Background: an optimization exercise with open tools, aiming at small area and a short achievable clock period. Do not read the settings as production practice.
No functional check of the RTL was part of this run.
Power and IR drop assume default switching activity.

File: design/flow/run.sh
#!/bin/bash
# synth_recipe.tcl (not shown) runs the flow's synth.tcl, then flattens the netlist and writes it again
# the make line also repeats each setting of config.mk as NAME=value (left out here)
make -C /OpenROAD-flow-scripts/flow DESIGN_CONFIG=/design/flow/config.mk WORK_HOME=/design/flow/orfs CLKGATE_MAP_FILE= SYNTH_SCRIPT=/design/flow/synth_recipe.tcl finish
File: design/flow/config.mk
export PLATFORM = sky130hd
export DESIGN_NAME = ula
export DESIGN_NICKNAME = ula
export VERILOG_FILES = /design/flow/design.v
export SDC_FILE = /design/flow/constraint.sdc
export NUM_CORES = 4
export LEC_CHECK = 0
export CAP_MARGIN = 20
export CORE_MARGIN = 2
export CORE_UTILIZATION = 40
export CTS_BUF_LIST = sky130_fd_sc_hd__clkbuf_16
export CTS_CLUSTER_DIAMETER = 70
export CTS_CLUSTER_SIZE = 24
export PLACE_DENSITY = 0.6
export SETUP_SLACK_MARGIN = 5
export SLEW_MARGIN = 20
export TNS_END_PERCENT = 10
File: design/flow/constraint.sdc
create_clock -name core_clock -period 10.0 [get_ports {clk14}]
set_input_delay 2.0000 -clock core_clock [delete_from_list [all_inputs] [get_ports {clk14}]]
set_output_delay 2.0000 -clock core_clock [all_outputs]
set_load 0.01 [all_outputs]
File: design/flow/design.v
module ram64bytes(
    input clk,
    input [5:0] wa,
    input [7:0] din,
    input we,
    input [5:0] ra,
    output [7:0] douta,
    input [2:0] rb,
    output [7:0] doutb
    );
	reg [7:0] mem[0:63];
	always @(posedge clk) if (we) mem[wa] <= din;
	wire [7:0] hi = 8'b1 << ra[5:3];
	wire [7:0] lo = 8'b1 << ra[2:0];
	wire [7:0] lb = 8'b1 << rb;
	reg [7:0] a, b;
	integer k;
	always @(*) begin
		a = 8'h00;
		for (k = 0; k < 64; k = k + 1)
			a = a | (mem[k] & {8{hi[k/8] & lo[k%8]}});
		b = 8'h00;
		for (k = 0; k < 8; k = k + 1)
			b = b | (mem[8+k] & {8{lb[k]}});
	end
	assign douta = a;
	assign doutb = b;
endmodule
`timescale 1ns / 1ps
module ula(
    input clk14,			 
	 input reset,			 
    input [15:0] a,		 
    input [7:0] din,		 
	 output [7:0] dout,	 
    input mreq_n,			 
    input iorq_n,			 
    input rd_n,			 
    input wr_n,			 
	 input rfsh_n,			 
	 output clkcpu,		 
	 output msk_int_n,	 
    output [13:0] va,	  
	 input [7:0] vramdout, 
	 output [7:0] vramdin, 
    output vramoe,		 
    output vramcs,		  
    output vramwe,		 
    input ear,				   
    output mic,			    
    output spk,            
	 output [7:0] kbrows,    
    input [4:0] kbcolumns,	 
    output r,				
    output g,				 
    output b,				 
    output i,				 
	 output [7:0] rgbulaplus,	 
	 output ulaplus_enabled,	 
    output csync,			
    output hsync,
    output vsync
    );
	reg [2:0] BorderColor;
	reg TimexHiColorMode;
	reg ULAPlusConfig;	 
	reg [7:0] ULAPlusAddrReg;	 
	assign ulaplus_enabled = ULAPlusConfig;
	wire ulaplusport = !iorq_n && a[0] && !a[2] && (a[7:6]==2'b00) && a[15];	 
	wire addrportsel = ulaplusport && !a[14];	 
	wire dataportsel = ulaplusport && a[14];		 
	reg clk7;
	always @(posedge clk14)
		if (reset)
			clk7 <= 0;
		else
			clk7 <= !clk7;
	wire clk7_rise = !clk7;	 
	wire clk7_fall = clk7;	 
	reg [8:0] hc;
	always @(posedge clk14) begin
		if (reset)
			hc <= 0;
		else if (clk7_rise) begin
			if (hc==447)
				hc <= 0;
			else
				hc <= hc + 1;
		end
	end
	reg [8:0] vc;
	always @(posedge clk14) begin
		if (reset)
			vc <= 0;
		else if (clk7_rise && hc==447) begin
			if (vc == 311)
				vc <= 0;
			else
				vc <= vc + 1;
		end
	end
	reg HBlank_n;
	always @(posedge clk14) begin
		if (reset)
			HBlank_n <= 1;
		else if (clk7_fall) begin
			if (((hc)==(320)))
				HBlank_n <= 0;
			else if (((hc)==(415+1)))
				HBlank_n <= 1;
		end
	end
	reg HSync_n;
	always @(posedge clk14) begin
		if (reset)
			HSync_n <= 1;
		else if (clk7_fall) begin
			if (((hc)==(344)))
				HSync_n <= 0;
			else if (((hc)==(375+1)))
				HSync_n <= 1;
		end
	end
	reg VBlank_n;
	always @(posedge clk14) begin
		if (reset)
			VBlank_n <= 1;
		else if (clk7_fall) begin
			if (((vc)==(248)))
				VBlank_n <= 0;
			else if (((vc)==(255+1)))
				VBlank_n <= 1;
		end
	end
	reg VSync_n;
	wire VSync_fall = clk7_fall && VSync_n && ((vc)==(248));
	always @(posedge clk14) begin
		if (reset)
			VSync_n <= 1;
		else if (clk7_fall) begin
			if (((vc)==(248)))
				VSync_n <= 0;
			else if (((vc)==(251+1)))
				VSync_n <= 1;
		end
	end
	reg INT_n;
	assign msk_int_n = INT_n;
	always @(posedge clk14) begin
		if (reset)
			INT_n <= 1;
		else if (clk7_fall) begin
			if (((vc)==(248)) && ((hc)==(0)))
				INT_n <= 0;
			else if (((vc)==(248)) && ((hc)==(31+1)))
				INT_n <= 1;
		end
	end
	reg Border_n;
	always @(posedge clk14) begin
		if (reset)
			Border_n <= 1;
		else if (clk7_fall) begin
			if ( (vc[7] & vc[6]) | vc[8] | hc[8])
				Border_n <= 0;
			else
				Border_n <= 1;
		end
	end
	reg VidEN_n;
	always @(posedge clk14) begin
		if (reset)
			VidEN_n <= 1;
		else if (clk7_fall && hc[3])
			VidEN_n <= !Border_n;
	end
	reg DataLatch_n;
	wire DataLatch_set = hc[0] & hc[1] & Border_n & hc[3];
	wire DataLatch_fall = clk7_fall && DataLatch_n && DataLatch_set;
	always @(posedge clk14) begin
		if (reset)
			DataLatch_n <= 1;
		else if (clk7_fall) begin
			if (DataLatch_set)
				DataLatch_n <= 0;
			else
				DataLatch_n <= 1;
		end
	end
	reg AttrLatch_n;
	wire AttrLatch_set = hc[0] & !hc[1] & Border_n & hc[3];
	wire AttrLatch_fall = clk7_fall && AttrLatch_n && AttrLatch_set;
	always @(posedge clk14) begin
		if (reset)
			AttrLatch_n <= 1;
		else if (clk7_fall) begin
			if (AttrLatch_set)
				AttrLatch_n <= 0;
			else
				AttrLatch_n <= 1;
		end
	end
	reg SLoad;
	always @(posedge clk14) begin
		if (reset)
			SLoad <= 0;
		else if (clk7_fall) begin
			if (!hc[0] & !hc[1] & hc[2] & !VidEN_n)
				SLoad <= 1;
			else
				SLoad <= 0;
		end
	end
	reg AOLatch_n;
	wire AOLatch_set = hc[0] & !hc[1] & hc[2];
	wire AOLatch_fall = clk7_fall && AOLatch_n && AOLatch_set;
	always @(posedge clk14) begin
		if (reset)
			AOLatch_n <= 1;
		else if (clk7_fall) begin
			if (AOLatch_set)
				AOLatch_n <= 0;
			else
				AOLatch_n <= 1;
		end
	end
	reg [7:0] BitmapReg;
	always @(posedge clk14) begin
		if (reset)
			BitmapReg <= 0;
		else if (DataLatch_fall)
			BitmapReg <= vramdout;
	end
	reg [7:0] SRegister;
	always @(posedge clk14) begin
		if (reset)
			SRegister <= 0;
		else if (clk7_fall) begin
			if (SLoad)
				SRegister <= BitmapReg;
			else
				SRegister <= {SRegister[6:0],1'b0};
		end
	end
	reg [7:0] AttrReg;
	always @(posedge clk14) begin
		if (reset)
			AttrReg <= 0;
		else if (AttrLatch_fall)
			AttrReg <= vramdout;
	end
	reg [7:0] AttrOut;
	always @(posedge clk14) begin
		if (reset)
			AttrOut <= 0;
		else if (AOLatch_fall) begin
			if (!VidEN_n)
				AttrOut <= AttrReg;
			else
				AttrOut <= {2'b00,BorderColor,BorderColor};
		end
	end
	reg [4:0] FlashCnt;
	always @(posedge clk14) begin
		if (reset)
			FlashCnt <= 0;
		else if (VSync_fall)
			FlashCnt <= FlashCnt + 1;
	end
	wire Pixel = SRegister[7] ^ (AttrOut[7] & FlashCnt[4]);
	reg rI,rG,rR,rB;
	assign r = rR;
	assign g = rG;
	assign b = rB;
	assign i = rI;
	always @(*) begin
		if (HBlank_n && VBlank_n)
			{rI,rG,rR,rB} = (Pixel)? {AttrOut[6],AttrOut[2:0]} : {AttrOut[6],AttrOut[5:3]};
		else
			{rI,rG,rR,rB} = 4'b0000;
	end
	assign csync = HSync_n & VSync_n;
	assign vsync = VSync_n;
	assign hsync = HSync_n;
	wire ulaslot = Border_n && hc[3];
	wire cpublock = Border_n && (hc[3:0]==4'b0000);
	wire c3 = hc[2] | (hc[1] & hc[0] & !clk7);
	wire [4:0] col = {hc[7:4], c3};
	wire [12:0] dispaddr = {vc[7:6], vc[2:0], vc[5:3], col};
	wire [13:0] ulaaddr = hc[1] ? {1'b0, dispaddr} :
	                      TimexHiColorMode ? {1'b1, dispaddr} : {4'b0110, vc[7:3], col};
	assign va = ulaslot ? ulaaddr : a[13:0];
	assign vramcs = ulaslot | (!cpublock & !a[15] & a[14] & !mreq_n);
	assign vramoe = ulaslot ? !hc[0] : (!cpublock & !rd_n);
	assign vramwe = !ulaslot & !cpublock & !wr_n;
	wire fetchslot = Border_n && hc[3] && hc[1];
	wire palettewe = dataportsel && !wr_n && (ULAPlusAddrReg[7:6]==2'b00) && !fetchslot;
	wire [8:0] hc_next = reset ? 9'd0 : !clk7_rise ? hc : (hc==447) ? 9'd0 : hc + 9'd1;
	wire Border_n_next = reset ? 1'b1 : !clk7_fall ? Border_n : !((vc[7] & vc[6]) | vc[8] | hc[8]);
	wire fetchslot_next = Border_n_next && hc_next[3] && hc_next[1];
	wire [5:0] fetchaddr_next = hc_next[0] ? { AttrReg[7:6],1'b0,AttrReg[2:0] } : { AttrReg[7:6],1'b1,AttrReg[5:3] };
	wire addrreg_wr = !reset && clk7_rise && addrportsel && !wr_n;
	wire [5:0] addrreg_next = reset ? 6'd0 : addrreg_wr ? din[5:0] : ULAPlusAddrReg[5:0];
	wire [5:0] paletteaddr_next = fetchslot_next ? fetchaddr_next : addrreg_next;
	wire palette_bypass = palettewe && (!fetchslot_next || fetchaddr_next == ULAPlusAddrReg[5:0]);
	wire [7:0] paletteread;
	wire [7:0] paletteborder;
	reg [7:0] palettedout;
	always @(posedge clk14)
		palettedout <= palette_bypass ? din : paletteread;
	ram64bytes palette (
		.clk(clk14),
		.wa(ULAPlusAddrReg[5:0]),
		.din(din),
		.we(palettewe),
		.ra(paletteaddr_next),
		.douta(paletteread),
		.rb(BorderColor),
		.doutb(paletteborder)
		);
	reg [7:0] ULAPlusPaper;
	reg [7:0] ULAPlusInk;
	reg [7:0] ULAPlusBorder;
	wire ULAPlusPixel = SRegister[7];
	always @(posedge clk14) begin
		if (reset) begin
			ULAPlusPaper <= 0;
			ULAPlusInk <= 0;
			ULAPlusBorder <= 0;
		end
		else if (fetchslot && !hc[0] && !clk7)
			ULAPlusPaper <= palettedout;
		else if (fetchslot && hc[0] && !clk7)
			ULAPlusInk <= palettedout;
		else if (hc[3:0]==12 && !dataportsel)
			ULAPlusBorder <= paletteborder;
	end
	reg [7:0] ULAPlusPaperOut;
	reg [7:0] ULAPlusInkOut;
	always @(posedge clk14) begin
		if (reset) begin
			ULAPlusPaperOut <= 0;
			ULAPlusInkOut <= 0;
		end
		else if (AOLatch_fall) begin
			if (!VidEN_n) begin
				ULAPlusPaperOut <= ULAPlusPaper;
				ULAPlusInkOut <= ULAPlusInk;
			end
			else begin
				ULAPlusPaperOut <= ULAPlusBorder;
				ULAPlusInkOut <= ULAPlusBorder;
			end
		end
	end
	assign rgbulaplus = (HBlank_n && VBlank_n) ? (ULAPlusPixel ? ULAPlusInkOut : ULAPlusPaperOut) : 8'h00;
	reg CPUClk;
	assign clkcpu = CPUClk;
	reg ioreqtw3;
	reg mreqt23;
	wire ioreq_n = a[0] | iorq_n;
	wire Nor1 = (~(a[14] | ~ioreq_n)) |
	            (~(~a[15] | ~ioreq_n)) |
					(~(hc[2] | hc[3])) |
					(~Border_n | ~ioreqtw3 | ~CPUClk | ~mreqt23);
	wire Nor2 = (~(hc[2] | hc[3])) |
	            ~Border_n |
					~CPUClk |
					ioreq_n |
					~ioreqtw3;
	wire CLKContention = ~Nor1 | ~Nor2;
	always @(posedge clk14) begin
		if (reset) begin
			ioreqtw3 <= 0;
			mreqt23 <= 0;
		end
		else if (clk7_rise && !CPUClk) begin
			ioreqtw3 <= ioreq_n;
			mreqt23 <= mreq_n;
		end
	end
	always @(posedge clk14) begin	 
		if (reset)
			CPUClk <= 0;
		else if (clk7_rise) begin
			if (CPUClk && !CLKContention)    
				CPUClk <= 0;
			else
				CPUClk <= 1;
		end
	end
	always @(posedge clk14) begin
		if (reset) begin
			ULAPlusConfig <= 0;
			ULAPlusAddrReg <= 0;
		end
		else if (clk7_rise) begin
			if (addrportsel && !wr_n)
				ULAPlusAddrReg <= din;
			else if (dataportsel && !wr_n && ULAPlusAddrReg[7:6]==2'b01)
				ULAPlusConfig <= din[0];
		end
	end
	wire [7:0] idle_dout = Border_n ? AttrReg : 8'hFF;	 
	wire [7:0] data_dout = (ULAPlusAddrReg[7:6]==2'b01) ? {7'b0000000, ULAPlusConfig} :
	                       (ULAPlusAddrReg[7:6]==2'b00) ? palettedout : idle_dout;
	wire s_vram = !a[15] && a[14] && !mreq_n && !rd_n;	 
	wire io_rd = !iorq_n && !rd_n;
	wire s_kb = io_rd && !a[0] && !s_vram;	 
	wire s_tmx = io_rd && (a[7:0]==8'hFF) && !s_vram;	 
	wire s_ulap = io_rd && a[0] && !a[2] && (a[7:6]==2'b00) && a[15];	 
	wire s_addr = s_ulap && !a[14];
	wire s_data = s_ulap && a[14];
	wire s_idle = !(s_vram || s_kb || s_tmx || s_ulap);
	assign dout = ({8{s_vram}} & vramdout) |
	              ({8{s_kb}} & {1'b1,ear,1'b1,kbcolumns}) |
	              ({8{s_tmx}} & {6'b000000,TimexHiColorMode,1'b0}) |
	              ({8{s_addr}} & ULAPlusAddrReg) |
	              ({8{s_data}} & data_dout) |
	              ({8{s_idle}} & idle_dout);
	assign vramdin = din;		 
	assign kbrows = {a[11], a[10], a[9], a[12], a[13], a[8], a[14], a[15]};
	reg rMic;
	reg rSpk;
	assign mic = rMic;
	assign spk = rSpk;
	always @(posedge clk14) begin
		if (reset) begin
			TimexHiColorMode <= 0;
			rSpk <= 0;
			rMic <= 0;
			BorderColor <= 3'b100;
		end
		else if (clk7_fall) begin
			if (!iorq_n && a[7:0]==8'hFF && !wr_n)
				TimexHiColorMode <= din[1];
			else if (!iorq_n & !a[0] & !wr_n)
				{rSpk,rMic,BorderColor} <= din[4:0];
		end
	end
endmodule
==> summary.txt <==
-- per-layer routing --
metal,vias to the layer above,track usage
li1,8527,-
met1,10280,0.3911
met2,1418,0.4526
met3,284,0.08170
met4,8,0.1374
met5,-,0
-- logic make-up after synthesis --
group           synth area share
mux                      0.05379
xor+xnor                0.006644
simple gates              0.1145
buf+inv                  0.02676
fa+ha+maj               0.002730
compound gates            0.1396
flops                     0.6560
-- sequential cells by signal (all words and copies together) (netlist names), 3 cells and up --
register,cells
palette.mem,512
hc,9
vc,9
AttrOut,8
AttrReg,8
BitmapReg,8
SRegister,8
ULAPlusAddrReg,8
ULAPlusBorder,8
ULAPlusInkOut,8
ULAPlusInk,8
ULAPlusPaperOut,8
ULAPlusPaper,8
palettedout,8
FlashCnt,5
BorderColor,3
-- worst max path at each step --
stage                      from        endpoint  cells past startpoint
after CTS                  a[2]         dout[1]                     10
after detailed placement  a[14]  palettedout[4]                     11
after floorplan            a[6]         dout[7]                      7
final                     a[15]         dout[6]                     10
after global routing       a[7]         dout[0]                     10
after global placement    a[14]  palettedout[2]                     11
-- Yosys cell counts (10+ instances only) --
| library cell | instances | area, um^2 |
|---|---|---|
| nor3_1 | 25 | 125.1 |
| mux4_2 | 10 | 225.2 |
| a221oi_1 | 23 | 201.4 |
| buf_4 | 19 | 142.6 |
| or3_1 | 12 | 75.07 |
| a222oi_1 | 16 | 160.2 |
| and2_1 | 15 | 93.84 |
| edfxtp_1 | 512 | 15370 |
| xnor2_1 | 10 | 87.58 |
| nor2_1 | 220 | 825.8 |
| nand2_1 | 144 | 540.5 |
| dfxtp_1 | 133 | 2663 |
| clkbuf_1 | 80 | 300.3 |
| a211oi_1 | 34 | 255.2 |
| o22ai_1 | 12 | 75.07 |
| mux2_2 | 10 | 112.6 |
| nand3_1 | 54 | 270.3 |
| o21ai_0 | 40 | 200.2 |
| nor4_1 | 18 | 112.6 |
| nor3b_1 | 13 | 97.59 |
| inv_1 | 12 | 45.04 |
| a22oi_1 | 89 | 668.1 |
| nand3b_1 | 10 | 75.07 |
| and3_1 | 16 | 100.1 |
| nand4_1 | 52 | 325.3 |
| a21oi_1 | 66 | 330.3 |
| a32oi_1 | 43 | 376.6 |
| nor2b_1 | 13 | 81.33 |
| buf_2 | 21 | 105.1 |
| a22o_1 | 52 | 455.4 |
| buf_1 | 18 | 67.56 |
| a32o_1 | 24 | 240.2 |
| mux2i_1 | 110 | 1101 |
-- power by group through the flow --
stage          clock, mW  combinational (mW)  sequential (mW)
2_1_floorplan          0              0.0846             2.96
3_3_place_gp           0               0.187             2.96
3_5_place_dp           0               0.190             2.96
4_1_cts             1.84               0.205             2.90
5_1_grt             1.94               0.242             2.90
6_report            1.84               0.232             2.90
-- critical path, delay by kind of cell --
kind,cells,cell delay [ns]
buffers and inverters,5,0.66
and+or+nand+nor,4,0.41
AOI/OAI and AO/OA,1,0.46
-- layout make-up --
cell class,count,area [um^2],share of cell area
clock buffer,41,1026,0.03178
clock inverter,26,302.8,0.009379
inverter,14,53.80,0.001667
multi-input combinational,1298,9518,0.2948
sequential,645,18040,0.5588
tap,882,1104,0.03418
timing repair buffer,220,2240,0.06938
-- repair_timing --
action / 4_1_cts / 5_1_grt
gates cloned: 3 / 8
endpoints found under the setup margin: 561 / 394
setup buffers: 37 / 5
pin swaps: 32 / 9
resized for setup: 245 / 67
==> parameters.txt <==
Parameter                              Value

Detailed routing
  Highest metal layer with signal wires    met5
  Number of design-rule violations left by the first detailed-router iteration    around 2800
  Number of DRC violations after detailed routing    0
  Drt pass-1 iters    8
  Total number of vias    around 21000
  Met2 routed wirelength    ~48000 um
  Total length of routed met3 wires    13340 um
  Total Wirelength    108300 um
  Avg Vias per Cell    6.564
  Wire length on met1    between 40000 and 50000 um
  Remaining antenna violation count after routing    0
  Wire length per cell after detailed routing    between 30 and 40 um

Clocking
  CTS tree    yes
  Root Buffer    clkbuf_16
  Inserted Clock Buffers    40
  Clock-pin slew reported for the worst setup and hold paths after clock tree synthesis    roughly 0.080 ns
  Insertion delay to the later sink of the worst-skew pair    0.61 ns
  Sink count of the clock tree    about 650
  Maximum count of clock buffers along a single path    3
  Hold-fix buffers, CTS    0
  H-tree depth    2

Worst setup path
  Critical setup path kind    in -> out
  CP Max Fanout    4
  Arrival time of data at the critical path endpoint    approximately 3.6 ns
  Cells along the critical path    buf_12 > nor4b_4 > buf_4 > buf_6 > nand2_8 > nor3_4 > buf_6 > a222oi_1 > nand3_2 > buf_6
  Most prevalent standard cell on the critical path    buf_6
  R2r worst-path depth    12
  Worst R2R Start    clk7
  End of the worst register-to-register path    palettedout[1]
  Type of origin of the critical path    input port
  Worst setup EP type    output port
  WP data required    8.00 ns
  Max stage delay on crit path    around 0.46 ns
  Slowest cell on crit path    a222oi_1
  Reg2Reg Setup Slack    approximately 5.3 ns

Die
  Number of top-level pins    about 110
  Die H    around 270 um
  Row count    96
  Overall die width    about 270 um
  Die Outline Area    ~71000 um^2
  Initial Utilization    0.4023
  Placeable core area    68350 um^2

Timing
  Achievable frequency    about 180 MHz
  Clock period minus worst slack    between 5 and 6 ns
  Setup Total Neg Slack    0 ns
  Share of the clock period used by the worst path after layout    0.5547
  Worst hold margin    between 0.4 and 0.5 ns
  Final Skew    between 0.03 and 0.04 ns
  Worst relative slew slack    0.2050
  Setup repair after global routing missed its margin    true
  Final hold violation count    0
  Number of setup violations in the final report    0
  Transition time of the tightest slew-check pin    about 1.2 ns
  Min setup slack post-route    4.453 ns
  Number of pins exceeding their max-slew limit in the final report    0

Power and ir drop
  Internal Dissipation    3.836 mW
  Switching part of the total power    0.2281
  Clock group share of total power    0.369
  Total Power    slightly below 5 mW
  Combinational Power Share    0.047
  Pleak    around 11 nW
  Worst ir drop on vdd    around 120 uV
  Cell area power density    between 150 and 200 nW/um^2
  Net switching power of the design    roughly 1.1 mW
  Fraction of power consumed by sequential logic    0.584

Finish
  Final standard cell utilization of the core    0.4723
  Final design area excluding fillers    between 30000 and 40000 um^2
  Fill cell count    around 6000
  Area grow syn2layout    17.41%
  Top library cells by usage in the layout, fill and taps aside    edfxtp_1, nor2_1, nand2_1
  Share of layout cells above drive strength 1    0.1684
  Diode insertion count for antenna repair    0
  Layout net count    around 2300
  Number of standard cells in the layout, taps in and fillers out    around 3100
  Leading cell type in the layout, fill and taps excluded    edfxtp_1

Placement
  Count of buffers from port buffering    104
  Cell total after placement    between 3000 and 4000
  RD Place Congestion    0.9963
  DP Area    29520 um^2
  Half-perimeter wire length of the detailed placement result    71930 um
  Worst setup timing slack at the placement stage    between 2 and 3 ns

Hold path
  Hold Path Cell Cnt    2
  Hold path endpoint    AttrOut[7]
  Worst Hold Class    reg -> reg
  Hold path startpoint    AttrOut[7]

Logic synthesis
  Post-synth net total    2150
  FFs w/ async S/R, synth    0
  Prevailing post-synth register cell    edfxtp_1
  Mean area per synthesized cell    between 10 and 15 um^2
  Number of synthesized register bits    about 650
  YS warnings    2
  Number of distinct library cells after synthesis    around 100
  Number of flops mapped to enable cells by yosys    roughly 510
  Syn Std Cell Area    around 27000 um^2
  Register area share after synthesis    0.6560
  Post-Syn Instances    roughly 2100

Outcome
  Run status  timing/DRC/antenna clean

Global route
  Pin count of the biggest net entering global routing    68
  Wire length of the first global-routing pass    between 100000 and 150000 um
  Number of global-route vias before repair    just under 20000
  GRT overflow    0
  Number of antenna violations at the first check in global routing    5
  Total global routing track utilization    0.2959

Run
  Max-capacitance violation count    0

[static timing again, ports no longer ideal]
No port has a modelled driver above. Below, the same layout with a new extraction and two added sets of constraints.
Step 1 sets driving cells, clkbuf_16 on the clock port and buf_2 on the other inputs (assumed; they add their load-dependent delay and slew).
Step 2, shift: input delay + t, output delay - t, t = (earliest + latest rising clock arrival at the registers) / 2. This alone moves slack from input paths to output paths.
Slacks: no drivers / after step 1 / after step 2; pairs: no drivers / after step 1.
shift t [ns]: 0.659
setup WS [ns]: 4.453 / 4.407 / 4.034
hold slack, ns: 0.465 / 0.465 / 0.465
latest minus earliest clock arrival (ns): 0.030 / 0.031
worst data-port slew with drivers (ns): 0.11
After both steps setup and hold are still met in this run. The setup slack of this run moves by -0.046 ns with the drivers and by -0.419 ns with both steps.
